From an optimization exercise on the open Yosys and OpenROAD flow, aimed at small area; shortcuts taken in it are not production practice.
Function was checked by simulation only, so behaviour that the tests miss may differ from the original.
No activity file was given, so power comes from the tool's default toggle rates.

// router_top
module router_top(
    input clk,resetn,
    input read_en_0,read_en_1,read_en_2,
    input pkt_valid,
    input [7:0]data_in,
    output [7:0]data_out_0,data_out_1,data_out_2,
    output valid_out_0,valid_out_1,valid_out_2,
    output err,busy
    );
    wire wire_soft_reset_0, wire_soft_reset_1, wire_soft_reset_2;
    wire [2:0]wire_write_en;
    wire [7:0]wire_register_data_out;
    wire wire_lfd_state;
    wire wire_empty_0,wire_empty_1,wire_empty_2;
    wire wire_full_0,wire_full_1,wire_full_2;
    wire wire_fifo_full;
    wire wire_parity_done;
    wire wire_detect_add;
    wire wire_write_en_reg;
    wire wire_low_pkt_valid;
    wire wire_ld_state,wire_full_state,wire_laf_state;
    wire wire_rst_int_reg;
    fifo fifo_0 (
        .clk(clk),
        .resetn(resetn),
        .soft_reset(wire_soft_reset_0),
        .read_en(read_en_0),
        .write_en(wire_write_en[0]),
        .lfd_state(wire_lfd_state),
        .data_in(wire_register_data_out),
        .data_out(data_out_0),
        .empty(wire_empty_0),
        .full(wire_full_0)
    );
    fifo fifo_1 (
        .clk(clk),
        .resetn(resetn),
        .soft_reset(wire_soft_reset_1),
        .read_en(read_en_1),
        .write_en(wire_write_en[1]),
        .lfd_state(wire_lfd_state),
        .data_in(wire_register_data_out),
        .data_out(data_out_1),
        .empty(wire_empty_1),
        .full(wire_full_1)
    );
    fifo fifo_2 (
        .clk(clk),
        .resetn(resetn),
        .soft_reset(wire_soft_reset_2),
        .read_en(read_en_2),
        .write_en(wire_write_en[2]),
        .lfd_state(wire_lfd_state),
        .data_in(wire_register_data_out),
        .data_out(data_out_2),
        .empty(wire_empty_2),
        .full(wire_full_2)
    );
    synchronizer sync (
  ...
For scale: ~1200 cells after synthesis, about 43 I/O pins, about 22000 sq um of cells after synthesis.
Settings: LEC_CHECK=0, CAP_MARGIN=20, CORE_MARGIN=2, CORE_UTILIZATION=40, CTS_BUF_LIST=sky130_fd_sc_hd__clkbuf_4, SLEW_MARGIN=20; clock period 5.0 ns.
run.sh (not shown) runs the stock make flow with config.mk's settings and CLKGATE_MAP_FILE= SYNTH_SCRIPT=/design/flow/synth_recipe.tcl, a recipe that flattens the netlist after the stock synthesis.
==> next run, changes <==
==> flow/flow/run.sh (new file) <==
#!/bin/bash
# The standard layout (standard.sh), with these changes:
#  - synthesis: the standard flow's script, but ABC maps with flow/abc_area.script
#    (area recovery in &nf); everything before and after ABC, and so every
#    register, is as in the standard synthesis;
#  - clock tree: clkbuf_16 leaf buffers in clusters of up to 25 flip-flops,
#    without dummy loads;
#  - port buffers: buf_1.
set -euo pipefail
HERE=$(pwd)
sed "s#source \$::env(SCRIPTS_DIR)/synth_preamble.tcl#source \$::env(SCRIPTS_DIR)/synth_preamble.tcl\nset abc_args [lreplace \$abc_args 1 1 $HERE/flow/abc_area.script]#" \
  "$FLOW_HOME/scripts/synth.tcl" > synth_abc.tcl
sed "s#source \$::env(SCRIPTS_DIR)/synth.tcl#source $HERE/synth_abc.tcl#" synth_recipe.tcl > synth_recipe_abc.tcl
sed "s#SYNTH_SCRIPT=[^ ]*#SYNTH_SCRIPT=$HERE/synth_recipe_abc.tcl#" standard.sh > standard_abc.sh
export CTS_ARGS="-sink_clustering_enable -repair_clock_nets -dont_use_dummy_load -sink_clustering_size 16 -sink_clustering_max_diameter 60 -buf_list sky130_fd_sc_hd__clkbuf_8"
export BUFFER_PORTS_ARGS="-buffer_cell sky130_fd_sc_hd__buf_1"
bash standard_abc.sh > standard.log 2>&1
==> flow/flow/abc_area.script (new file) <==
&get -n
&st
&dch
&nf -R 1000
&st
&syn2
&if -g -K 6
&synch2
&nf -R 1000
&st
&syn2
&if -g -K 6
&synch2
&nf -R 1000
&put
==> flow/standard.sh (new file) <==
#!/bin/bash
# synth_recipe.tcl (not shown) runs the flow's synth.tcl, then flattens the netlist and writes it again
# the make line also repeats each setting of config.mk as NAME=value (left out here)
make -C /OpenROAD-flow-scripts/flow DESIGN_CONFIG=/design/flow/config.mk WORK_HOME=/design/flow/orfs CLKGATE_MAP_FILE= SYNTH_SCRIPT=/design/flow/synth_recipe.tcl "${@:-finish}"
Settings changed: CORE_UTILIZATION 40 to 65, CTS_BUF_LIST sky130_fd_sc_hd__clkbuf_4 to default, PLACE_DENSITY from default to 0.75.
removed: flow/run.sh
What happened:
- worst setup slack gains 100 ps
- total power decreases by 23%
- synthesized area decreases by 3.1%
- hold slack gains 17 ps
- maximum frequency increases by 3.2%
- clock-buffer cell count decreases by 190
- utilization increases by 25 points
- final area decreases by 9.6%
==> next run, changes <==
==> flow/run.sh (new file) <==
#!/bin/bash
# synth_recipe.tcl (not shown) runs the flow's synth.tcl, then flattens the netlist and writes it again
# the make line also repeats each setting of config.mk as NAME=value (left out here)
make -C /OpenROAD-flow-scripts/flow DESIGN_CONFIG=/design/flow/config.mk WORK_HOME=/design/flow/orfs CLKGATE_MAP_FILE= SYNTH_SCRIPT=/design/flow/synth_recipe.tcl finish
Settings changed: CORE_UTILIZATION 65 to 40, CTS_BUF_LIST from default to sky130_fd_sc_hd__clkbuf_8, CTS_CLUSTER_SIZE from default to 24, PLACE_DENSITY 0.75 to default.
removed: flow/flow/run.sh
removed: flow/flow/abc_area.script
removed: flow/standard.sh
What happened: The changed run completed without violations. Via count rises by a few percent. Final cell count grows by a quarter to a third. Area after synthesis came out higher by a few percent. Total power rises by a quarter to a third. Global-route usage goes down by 8.3 points. Hold slack degrades by 15 ps. Sequential power increases slightly.
==> next run, changes <==
==> flow/flow/run.sh (new file) <==
#!/bin/bash
# The standard layout (standard.sh), with these changes:
#  - synthesis: the standard flow's script, but ABC maps with flow/abc_area.script
#    (area recovery in &nf); everything before and after ABC, and so every
#    register, is as in the standard synthesis;
#  - clock tree: clkbuf_16 leaf buffers in clusters of up to 25 flip-flops,
#    without dummy loads;
#  - port buffers: buf_1.
set -euo pipefail
HERE=$(pwd)
sed "s#source \$::env(SCRIPTS_DIR)/synth_preamble.tcl#source \$::env(SCRIPTS_DIR)/synth_preamble.tcl\nset abc_args [lreplace \$abc_args 1 1 $HERE/flow/abc_area.script]#" \
  "$FLOW_HOME/scripts/synth.tcl" > synth_abc.tcl
sed "s#source \$::env(SCRIPTS_DIR)/synth.tcl#source $HERE/synth_abc.tcl#" synth_recipe.tcl > synth_recipe_abc.tcl
sed "s#SYNTH_SCRIPT=[^ ]*#SYNTH_SCRIPT=$HERE/synth_recipe_abc.tcl#" standard.sh > standard_abc.sh
export CTS_ARGS="-sink_clustering_enable -repair_clock_nets -dont_use_dummy_load -sink_clustering_size 25 -sink_clustering_max_diameter 100 -buf_list sky130_fd_sc_hd__clkbuf_16"
export BUFFER_PORTS_ARGS="-buffer_cell sky130_fd_sc_hd__buf_1"
bash standard_abc.sh > standard.log 2>&1
==> flow/flow/abc_area.script (new file) <==
&get -n
&st
&dch
&nf -R 1000
&st
&syn2
&if -g -K 6
&synch2
&nf -R 1000
&st
&syn2
&if -g -K 6
&synch2
&nf -R 1000
&put
==> flow/standard.sh (new file) <==
#!/bin/bash
# synth_recipe.tcl (not shown) runs the flow's synth.tcl, then flattens the netlist and writes it again
# the make line also repeats each setting of config.mk as NAME=value (left out here)
make -C /OpenROAD-flow-scripts/flow DESIGN_CONFIG=/design/flow/config.mk WORK_HOME=/design/flow/orfs CLKGATE_MAP_FILE= SYNTH_SCRIPT=/design/flow/synth_recipe.tcl "${@:-finish}"
Settings changed: CORE_UTILIZATION 40 to 80, CTS_BUF_LIST sky130_fd_sc_hd__clkbuf_8 to default, CTS_CLUSTER_SIZE 24 to default, PLACE_DENSITY from default to 0.88.
removed: flow/run.sh
Outcome: Routed wire length went up by about 9%; final cell count went down by about 25%; total power went down by 17%; synthesized area went down by about 3%; setup slack gets worse by 120 ps; die area went down by 51%.
==> next run, changes <==
==> flow/run.sh (new file) <==
#!/bin/bash
# synth_recipe.tcl (not shown) runs the flow's synth.tcl, then flattens the netlist and writes it again
# the make line also repeats each setting of config.mk as NAME=value (left out here)
make -C /OpenROAD-flow-scripts/flow DESIGN_CONFIG=/design/flow/config.mk WORK_HOME=/design/flow/orfs CLKGATE_MAP_FILE= SYNTH_SCRIPT=/design/flow/synth_recipe.tcl finish
Settings changed: CORE_UTILIZATION 80 to 40, CTS_BUF_LIST from default to sky130_fd_sc_hd__clkbuf_16, CTS_CLUSTER_DIAMETER from default to 100, CTS_CLUSTER_SIZE from default to 25, PLACE_DENSITY 0.88 to default.
removed: flow/flow/run.sh
removed: flow/flow/abc_area.script
removed: flow/standard.sh
Sequential power went up slightly; utilization is lower by 42 points; synthesized area rose by a few percent; worst setup slack gets better by 100 ps; via count falls by a little under a tenth; final area rose by a few percent.
==> next run, changes <==
Settings changed: CORE_UTILIZATION 40 to 65, PLACE_DENSITY from default to 0.75.
Worst setup slack gets worse by 45 ps.
Power came out lower by 2.3%.
Via count came out higher by 0.75%.
Wire length came out lower by 4.4%.
Cell area came out lower by 1.8%.
Sequential share of layout area came out higher by 1.2 points.

==> port drivers added, routing unchanged <==
Ports are ideal in the flow. The routed layouts listed here were re-timed in OpenROAD. Step 1: set_driving_cell puts a clkbuf_16 on clk and a buf_2 on each other input, an assumption about the parent block. Step 2 moves the port delays by t, midway between the first and last clock arrival at a register: inputs arrive t later, outputs are due t later. That takes back most of the time a late clock gives input paths. a / b / c = ideal / step 1 / step 2; a / b = the first two.
run | shift t [ns] | setup slack, ns | latest minus earliest clock arrival (ns) | slew at the worst register clock pin (ns) | worst slew at a driven data input, ns
the first run | 0.948 | 1.666 / 1.618 / 1.231 | 0.052 / 0.053 | 0.07 / 0.07 | 0.04
the second run | 0.614 | 1.770 / 1.770 / 1.659 | 0.040 / 0.040 | 0.10 / 0.10 | 0.07
the third run | 0.680 | 1.842 / 1.860 / 1.186 | 0.027 / 0.027 | 0.07 / 0.07 | 0.04
the fourth run | 0.605 | 1.722 / 1.722 / 1.722 | 0.033 / 0.033 | 0.10 / 0.10 | 0.09
the fifth run | 0.624 | 1.824 / 1.852 / 1.228 | 0.021 / 0.022 | 0.10 / 0.10 | 0.04
the sixth run | 0.601 | 1.779 / 1.779 / 1.336 | 0.019 / 0.019 | 0.10 / 0.10 | 0.04
After both steps setup and hold are still met in every run listed. The setup slack of the third run, which loses most, moves by +0.018 ns with the drivers and by -0.656 ns with both steps.
